This is an optimization exercise on Yosys and OpenROAD, whose aim is small area, not a production implementation.
Function was checked by simulation only, so behaviour that the tests miss may differ from the original.
Power and IR drop assume default switching activity.

==> flow/design.v (outline; a module is shown in full before it is edited, if it fits) <==
// module agc_core: 19861 lines
module agc_core(
    input wire clk,
    input wire rst,
    input wire BLKUPL_n,
    input wire BMGXM,
    input wire BMGXP,
    input wire BMGYM,
    input wire BMGYP,
    input wire BMGZM,
    input wire BMGZP,
    input wire CAURST,
    input wire CDUFAL,
    input wire CDUXM,
    input wire CDUXP,
    input wire CDUYM,
    input wire CDUYP,
    input wire CDUZM,
    input wire CDUZP,
    input wire CTLSAT,
    input wire DBLTST,
    input wire DKBSNC,
    input wire DKEND,
    input wire DKSTRT,
    input wire DOSCAL,
    input wire FLTOUT,
    input wire FREFUN,
    input wire GATEX_n,
    input wire GATEY_n,
    input wire GATEZ_n,
    input wire GCAPCL,
    input wire GUIREL,
    input wire HOLFUN,
    input wire IMUCAG,
    input wire IMUFAL,
    input wire IMUOPR,
    input wire IN3008,
    input wire IN3212,
    input wire IN3213,
    input wire IN3214,
    input wire IN3216,
    input wire IN3301,
    input wire ISSTOR,
    input wire LEMATT,
    input wire LFTOFF,
    input wire LRIN0,
    input wire LRIN1,
    input wire LRRLSC,
    input wire LVDAGD,
    input wire MAINRS,
    input wire MAMU,
    input wire MANmP,
    input wire MANmR,
    input wire MANmY,
    input wire MANpP,
    input wire MANpR,
    input wire MANpY,
    input wire MARK,
    input wire MDT01,
    input wire MDT02,
    input wire MDT03,
    input wire MDT04,
    input wire MDT05,
    input wire MDT06,
    input wire MDT07,
    input wire MDT08,
    input wire MDT09,
    input wire MDT10,
  // ...
==> flow/run.sh <==
#!/bin/bash
# synth_recipe.tcl (not shown) runs the flow's synth.tcl, then flattens the netlist and writes it again
# the make line also repeats each setting of config.mk as NAME=value (left out here)
make -C /OpenROAD-flow-scripts/flow DESIGN_CONFIG=/design/flow/config.mk WORK_HOME=/design/flow/orfs CLKGATE_MAP_FILE= SYNTH_SCRIPT=/design/flow/synth_recipe.tcl finish
==> flow/config.mk <==
export PLATFORM = sky130hd
export DESIGN_NAME = agc_core
export DESIGN_NICKNAME = agc_core
export VERILOG_FILES = /design/flow/design.v
export SDC_FILE = /design/flow/constraint.sdc
export NUM_CORES = 8
export LEC_CHECK = 0
export CAP_MARGIN = 20
export CORE_MARGIN = 2
export CORE_UTILIZATION = 45
export CTS_BUF_LIST = sky130_fd_sc_hd__clkbuf_8
export CTS_CLUSTER_DIAMETER = 50
export CTS_CLUSTER_SIZE = 14
export SLEW_MARGIN = 20
==> flow/constraint.sdc <==
create_clock -name core_clock -period 10.0 [get_ports {clk}]
set_input_delay 2.0000 -clock core_clock [delete_from_list [all_inputs] [get_ports {clk}]]
set_output_delay 2.0000 -clock core_clock [all_outputs]
set_load 0.01 [all_outputs]
==> results.json, run 1 <==
{
  "status": "finished clean",
  "rows": 254,
  "p_int_w": 0.04153,
  "powerComb_w": 0.00237,
  "drc_errors": 0,
  "buffers": 458,
  "pwr-share-seq_pct": 64.0,
  "largest_register_ffs": 5,
  "dominant_cells": "registers",
  "cp.depth": 4,
  "combinationalPowerShare_pct": 4.3,
  "total_power_w": 0.05506,
  "ios": 364,
  "buf_share_pct": 1.896,
  "grt_util_all_layers_pct": 21.93,
  "wl_met3_um": 26870,
  "worstPathRequired_ns": 8.00,
  "inv_count": 2390,
  "timing.rr.end": "U20047_C_y",
  "cts_hold_buffers": 0,
  "synth_top_area_share_pct": 61.05,
  "period_share_pct": 56.77,
  "yosys_most_used_dff": "dfxtp_1",
  "r2r_slack_ns": 7.80,
  "die_area_sq_um": 485400,
  "cts_tree": "yes",
  "synth_edf_count": 0,
  "crit_slowest_cell": "clkdlybuf4s50_1",
  "final_common_cell": "dfxtp_1",
  "synth-seq-cells": 7870,
  "cp_max_fo": 3,
  "synth_fp_nets": 17180,
  "seq_area_frac_synth_pct": 75.99,
  "rsz0062_at_grt": "false"
}
==> run 2: changes to the inputs <==
==> flow/flow/run.sh (new file) <==
#!/bin/bash
# Own layout flow: the standard flow (standard.sh, unchanged synthesis),
# with two placement/CTS arguments changed:
#  - port buffers use the smallest buffer (buf_1) instead of the default pick;
#  - clock tree synthesis without dummy loads, with the clustering settings below.
# Every tool's output goes to flow.log here; ORFS keeps its per-step logs in orfs/logs.
set -euo pipefail
cd "$(dirname "$0")/.."
CTS="-sink_clustering_enable -repair_clock_nets -dont_use_dummy_load"
CTS="$CTS -buf_list sky130_fd_sc_hd__clkbuf_8 -sink_clustering_size 18 -sink_clustering_max_diameter 40"
bash standard.sh "CTS_ARGS=$CTS" "BUFFER_PORTS_ARGS=-buffer_cell sky130_fd_sc_hd__buf_1" finish > flow.log 2>&1
==> flow/standard.sh (new file) <==
#!/bin/bash
# synth_recipe.tcl (not shown) runs the flow's synth.tcl, then flattens the netlist and writes it again
# the make line also repeats each setting of config.mk as NAME=value (left out here)
make -C /OpenROAD-flow-scripts/flow DESIGN_CONFIG=/design/flow/config.mk WORK_HOME=/design/flow/orfs CLKGATE_MAP_FILE= SYNTH_SCRIPT=/design/flow/synth_recipe.tcl "${@:-finish}"
removed: flow/run.sh
==> results.json, run 2 <==
{
  "rsz0062_at_grt": "false",
  "root_buffer": "clkbuf_8",
  "drive_above_1_share_pct": 6.462,
  "via_count": 121900,
  "cts_made_buffers": 748,
  "antenna_found_initial": 70,
  "yosysMostFrequentCell": "dfxtp_1",
  "period_minus_slack_ns": 5.323,
  "cts_tree": "yes",
  "gp_congestion": 0.8139,
  "synth-seq-cells": 7870,
  "largest_register_ffs": 5,
  "fillers": 42160,
  "worstPathRequired_ns": 8.00,
  "power_density_nw_per_um2": 229.7,
  "fin_cells": 24170,
  "synth_edf_count": 0,
  "cts_resized": 0,
  "crit_arrival_ns": 3.32,
  "wl_um": 538800,
  "period_share_pct": 53.23,
  "die-height_um": 696.7,
  "yosys_warnings": 1,
  "ios": 364,
  "final_common_cell": "dfxtp_1",
  "critPathKind": "reg2out",
  "initial_core_util_pct": 45.14,
  "status": "finished clean",
  "ir_drop_mv": 0.1499,
  "cp-end-kind": "primary output",
  "vias_per_cell": 5.046,
  "setup_viol": 0,
  "synth_cells": 16990,
  "die_w_um": 696.7,
  "cpPeakStageDelay_ns": 0.74,
  "synthArstFlopShare_pct": 16.33,
  "firstDrtPassIters": 5,
  "drc_errors": 0,
  "skew_ns": 0.1356,
  "max-cap-violations": 0,
  "dp.cells": 23370,
  "grt_pass1_vias": 118500,
  "synth_common_cells": "6585 x dfxtp_1, 2387 x inv_1, 1203 x dfrtp_1, 1020 x nor2_1, 962 x nor3_1",
  "cts_hold_buffers": 0,
  "wl_per_cell_um": 22.29,
  "slew_viol_final": 0,
  "die_area_sq_um": 485400,
  "grt_pass1_wl_um": 790300,
  "port_buffers": 362,
  "slew-limit-headroom_pct": 22.37,
  "synth_top_cell_by_area": "dfxtp_1",
  "finalWorstSetupSlack_ns": 4.677,
  "hp-class": "reg2reg",
  "synth_top_area_share_pct": 61.05,
  "yosys.cell_types.count": 67,
  "area_growth_pct": 8.539,
  "clk_pin_slew_ns": 0.12,
  "clock_latency_ns": 1.28,
  "total_power_w": 0.05384,
  "cp_max_fo": 2,
  "clockBufferDepth": 4,
  "postRouteAntennaNets": 0,
  "worst-slew-pin-transition_ns": 1.156,
  "startpoint_type": "register",
  "core_area_sq_um": 478300,
  "synthTopCellsByArea": "dfxtp_1 61%, dfrtp_1 14%, inv_1 4.1%, a2111oi_0 3.2%, nor2b_1 2.3%",
  "grt_max_degree": 138,
  "cts_sinks": 7870,
  "syn_area_sq_um": 215900,
  "top_register": "cdiv",
  "overflow": 0,
  "finalSetupTns_ns": 0,
  "cts.htree.levels": 6,
  "place_hpwl_um": 372100,
  "avgSynthCellArea_sq_um": 12.71,
  "rows": 254,
  "leakagePower_nw": 95.53,
  "synth_fp_nets": 17180,
  "post-route-util_pct": 49.00,
  "yosys_most_used_dff": "dfxtp_1",
  "fmax_ghz": 0.1879,
  "layout.nets": 17910,
  "final_cell_mix": "6576 x dfxtp_1, 2387 x inv_1, 1203 x dfrtp_1",
  "crit_slowest_cell": "nor3_1",
  "crit_path_cell_trace": "inv_1, nor3_1, nand3_1, buf_1",
  "cts_setup_buffers": 0,
  "pre_cts_ws_ns": 4.885,
  "seq_area_frac_synth_pct": 75.99,
  "grt_util_all_layers_pct": 21.78,
  "drt_iter0_drc": 8416,
  "finalHoldViolations": 0
}
==> run 2: cell types whose count changed in the layout (fill, tap and decap cells not counted), sizes merged <==
| cell | before | now |
|---|---|---|
| diode | 44 | 49 |
| buf | 97 | 463 |
| clkinvlp | 21 | 0 |
| bufinv | 17 | 0 |
| clkinv | 32 | 0 |
| clkdlybuf4s50 | 361 | 0 |
| inv | 2792 | 2390 |
| clkbuf | 703 | 749 |
==> run 2: critical path, delay by kind of cell, from the launching register on <==
family	cells	cell delay [ns]
buffers and inverters	2	0.36
flip-flops	1	0.36
AND/OR/NAND/NOR	2	1.31
==> run 2: worst paths after layout <==
path,slack [ns],to,startpoint,cells after the start
min reg2reg,0.26,U16048_C_p,U16048_C_y,0
max in group asynchronous,6.58,U17007_C_y,rst,5
max,4.68,MWL04,U8057_B_y,4
max reg2reg,7.70,U15036_B_y,U2121_C_y,4
min in group asynchronous,1.08,U4012_D_y,rst,2
min,0.26,U16048_C_p,U16048_C_y,0
==> run 2: logic make-up (layout without fill, tap and decap cells) <==
family,Yosys count,after routing,synth area share (%)
fa+ha+maj,2,2,0.01159
other cells,0,49,0
flops,7870,7870,75.99
simple gates,3536,3536,8.384
mux,1,1,0.004636
compound gates,2707,2707,10.35
xor+xnor,1,1,0.004057
buf+inv,2877,3602,5.253
==> run 2: final cells by class <==
cell class / instances / area [sq um] / area share [%]
diodes: 49 / 122.6 / 0.05232
multi-input cells: 6247 / 40510 / 17.28
inverters: 2390 / 8979 / 3.831
repair buffers: 464 / 2354 / 1.004
well taps: 6400 / 8008 / 3.417
flip-flops and latches: 7870 / 164100 / 70.02
clock buffers: 748 / 10290 / 4.393
==> run 2: metrics by stage <==
stage               instance area (sq um)  hold WS (ns)
floorplan                          215900        0.3206
global placement                   223900        0.3339
detailed placement                 223900        0.3357
CTS                                234200        0.2387
global route                       234300        0.2398
finish                             234400        0.2577
==> run 2: where the power goes <==
| group | switching, W | total (W) | internal, W |
|---|---|---|---|
| Clock | 0.00972 | 0.0163 | 0.00663 |
| Sequential | 0.00161 | 0.0352 | 0.0336 |
| Combinational | 0.00150 | 0.00226 | 0.000761 |
==> run 2: layer usage <==
layer | part of all wire (%) | vias to the layer above | track usage, %
met2 | 45 | 2452 | 34.03
li1 | - | 58350 | -
met1 | 46 | 60280 | 30.64
met5 | 0.023 | - | 0
met3 | 5.7 | 844 | 4.114
met4 | 3.1 | 18 | 6.887
==> run 3: changes to the inputs <==
--- a/flow/flow/run.sh
+++ b/flow/flow/run.sh
@@ -7,5 +7,5 @@
 set -euo pipefail
 cd "$(dirname "$0")/.."
 CTS="-sink_clustering_enable -repair_clock_nets -dont_use_dummy_load"
-CTS="$CTS -buf_list sky130_fd_sc_hd__clkbuf_8 -sink_clustering_size 18 -sink_clustering_max_diameter 40"
+CTS="$CTS -buf_list sky130_fd_sc_hd__clkbuf_8 -sink_clustering_size 14 -sink_clustering_max_diameter 50"
 bash standard.sh "CTS_ARGS=$CTS" "BUFFER_PORTS_ARGS=-buffer_cell sky130_fd_sc_hd__buf_1" finish > flow.log 2>&1
==> results.json, run 3 <==
{
  "top_register": "cdiv",
  "combinationalPowerShare_pct": 4.3,
  "fmax_ghz": 0.1919,
  "synth_common_cells": "6585 x dfxtp_1, 2387 x inv_1, 1203 x dfrtp_1, 1020 x nor2_1, 962 x nor3_1",
  "avgSynthCellArea_sq_um": 12.71,
  "drive_above_1_share_pct": 6.011,
  "crit_arrival_ns": 3.21,
  "pwr-share-seq_pct": 66.5,
  "cts_setup_buffers": 0,
  "seq_area_frac_synth_pct": 75.99,
  "slew-limit-headroom_pct": 22.39,
  "hold-path-endpoint": "U2037_A_p",
  "die_area_sq_um": 485400,
  "pre_cts_ws_ns": 4.885,
  "cts_tree": "yes",
  "total_power_w": 0.05294,
  "yosys.cell_types.count": 67,
  "grt_pass1_wl_um": 791000,
  "reg2reg_from": "U2121_C_y",
  "firstDrtPassIters": 5,
  "antenna_found_initial": 55,
  "final_common_cell": "dfxtp_1",
  "drc_errors": 0,
  "setup_viol": 0,
  "whs_path_depth": 0,
  "port_buffers": 362,
  "ios": 364,
  "max-cap-violations": 0,
  "synth_fp_nets": 17180,
  "initial_core_util_pct": 45.14,
  "drt_iter0_drc": 8065,
  "largest_register_ffs": 5,
  "wl_per_cell_um": 22.32,
  "cts_made_buffers": 663,
  "synth-seq-cells": 7870,
  "reg2regPathDepth": 4,
  "clk_pin_slew_ns": 0.09,
  "cts_hold_buffers": 0,
  "synth_edf_count": 0,
  "place_hpwl_um": 372100,
  "p_clk_share_pct": 29.2,
  "cp-end-kind": "primary output",
  "worst-slew-pin-transition_ns": 1.163,
  "p_int_w": 0.04028,
  "r2r_slack_ns": 7.61,
  "timing.rr.end": "U15032_B_y",
  "slew_viol_final": 0,
  "rows": 254,
  "core_area_sq_um": 478300,
  "die_w_um": 696.7,
  "skew_ns": 0.1357,
  "yosys_most_used_dff": "dfxtp_1",
  "finalSetupTns_ns": 0,
  "hp-start": "U2037_A_y",
  "area_growth_pct": 8.011,
  "clockBufferDepth": 4,
  "layout.nets": 17820,
  "rsz0062_at_grt": "false",
  "critPathKind": "reg2out",
  "synthTopCellsByArea": "dfxtp_1 61%, dfrtp_1 14%, inv_1 4.1%, a2111oi_0 3.2%, nor2b_1 2.3%",
  "period_share_pct": 52.10,
  "cts_sinks": 7870,
  "clock_latency_ns": 1.27,
  "cts_resized": 0,
  "synth_top_area_share_pct": 61.05,
  "swShare_pct": 23.91,
  "die-height_um": 696.7,
  "gp_congestion": 0.8139,
  "finalHoldViolations": 0,
  "power_density_nw_per_um2": 227.0,
  "synth_cells": 16990,
  "cts.htree.levels": 6,
  "leakagePower_nw": 94.92,
  "fillers": 42200,
  "hp-class": "reg2reg",
  "postRouteAntennaNets": 0,
  "post-route-util_pct": 48.76,
  "vias_per_cell": 5.049,
  "status": "finished clean",
  "p_switching_w": 0.01266,
  "worstPathRequired_ns": 8.00,
  "finalWorstSetupSlack_ns": 4.790,
  "syn_area_sq_um": 215900,
  "grt_pass1_vias": 118000,
  "overflow": 0,
  "yosys_warnings": 1,
  "cp_max_fo": 2,
  "grt_util_all_layers_pct": 21.75,
  "period_minus_slack_ns": 5.210,
  "grt_max_degree": 138,
  "synthArstFlopShare_pct": 16.33,
  "wl_um": 537900,
  "root_buffer": "clkbuf_8",
  "final_cell_mix": "6576 x dfxtp_1, 2387 x inv_1, 1203 x dfrtp_1",
  "synth_top_cell_by_area": "dfxtp_1",
  "via_count": 121600,
  "startpoint_type": "register",
  "yosysMostFrequentCell": "dfxtp_1",
  "ir_drop_mv": 0.1265
}
==> run 3: power by group through the flow <==
stage | Sequential (W) | Combinational (W) | Clock (W)
2_1_floorplan | 0.0351 | 0.00146 | 0
3_3_place_gp | 0.0359 | 0.00222 | 0
3_5_place_dp | 0.0359 | 0.00229 | 0
4_1_cts | 0.0352 | 0.00230 | 0.0159
5_1_grt | 0.0355 | 0.00253 | 0.0170
6_report | 0.0352 | 0.00227 | 0.0155
==> run 3: area by class of cell <==
| class | count | area (sq um) | area share (%) |
|---|---|---|---|
| Tap cell | 6400 | 8008 | 3.434 |
| Multi-Input combinational cell | 6247 | 40510 | 17.37 |
| Timing Repair Buffer | 464 | 2354 | 1.009 |
| Inverter | 2390 | 8979 | 3.850 |
| Sequential cell | 7870 | 164100 | 70.36 |
| Antenna cell | 61 | 152.6 | 0.06545 |
| Clock buffer | 663 | 9125 | 3.913 |
==> run 3: layer usage <==
| metal | up-vias | share of wire [%] | GRT usage [%] |
|---|---|---|---|
| met5 | - | 0.015 | 0 |
| met1 | 60550 | 47 | 30.81 |
| li1 | 58150 | - | - |
| met2 | 2159 | 45 | 34.08 |
| met4 | 12 | 3.1 | 6.715 |
| met3 | 784 | 5.1 | 3.795 |
==> run 3: how the worst max path moves through the flow <==
stage | startpoint | to | depth (start not counted)
finish | U8057_B_y | MWL04 | 4
global route | U31016_F_y | ERAS_WDATA[15] | 2
CTS | U31016_F_y | ERAS_WDATA[15] | 2
detailed placement | rst | U16045_D_y | 6
global placement | rst | U17029_A_y | 6
floorplan | rst | U10003_B_y | 6
==> run 3: cells by family after synthesis <==
kind of cell | Yosys count | synth area share, %
AO/OA/AOI/OAI | 2707 | 10.35
XOR/XNOR | 1 | 0.004057
adder cells (fa/ha/maj) | 2 | 0.01159
buffers and inverters | 2877 | 5.253
flip-flops | 7870 | 75.99
multiplexers | 1 | 0.004636
AND/OR/NAND/NOR | 3536 | 8.384
==> run 3: metrics by stage <==
stage	hold slack [ns]	instance area, sq um	instances
2_1_floorplan	0.3206	215900	16990
3_5_place_dp	0.3357	223900	23370
6_report	0.2888	233200	24100
3_3_place_gp	0.3339	223900	23370
5_1_grt	0.2956	233100	24060
4_1_cts	0.2645	233100	24030
==> run 3: critical path: stages, from the launching register on <==
cell and delay [ns]:
dfrtp_1 0.35, inv_1 0.09, nor3_1 0.73, nand3_1 0.55, buf_1 0.26

## re-timing with driven ports
The results above use ideal ports. As a check the final layouts listed here were re-extracted and re-timed, cells and wires unchanged.
Step 1: set_driving_cell puts a clkbuf_16 on clk and a buf_2 on each other input, an assumption about the parent block.
Step 2, shift: input delay + t, output delay - t, t = (earliest + latest rising clock arrival at the registers) / 2. This alone moves slack from input paths to output paths.
Slacks: no drivers / after step 1 / after step 2; pairs: no drivers / after step 1.
| run | t, ns | setup WS [ns] | worst hold slack (ns) | worst data-port slew with drivers (ns) |
|---|---|---|---|---|
| run 1 | 1.368 | 4.323 / 4.214 / 4.300 | 0.300 / 0.300 / 0.300 | 0.34 |
| run 2 | 1.351 | 4.677 / 4.556 / 4.822 | 0.258 / 0.258 / 0.258 | 0.26 |
| run 3 | 1.327 | 4.790 / 4.668 / 4.829 | 0.289 / 0.289 / 0.289 | 0.30 |
After both steps every run listed still meets setup and hold. For run 1, which loses most, drivers alone change the setup slack by -0.109 ns; drivers and shift together by -0.023 ns.
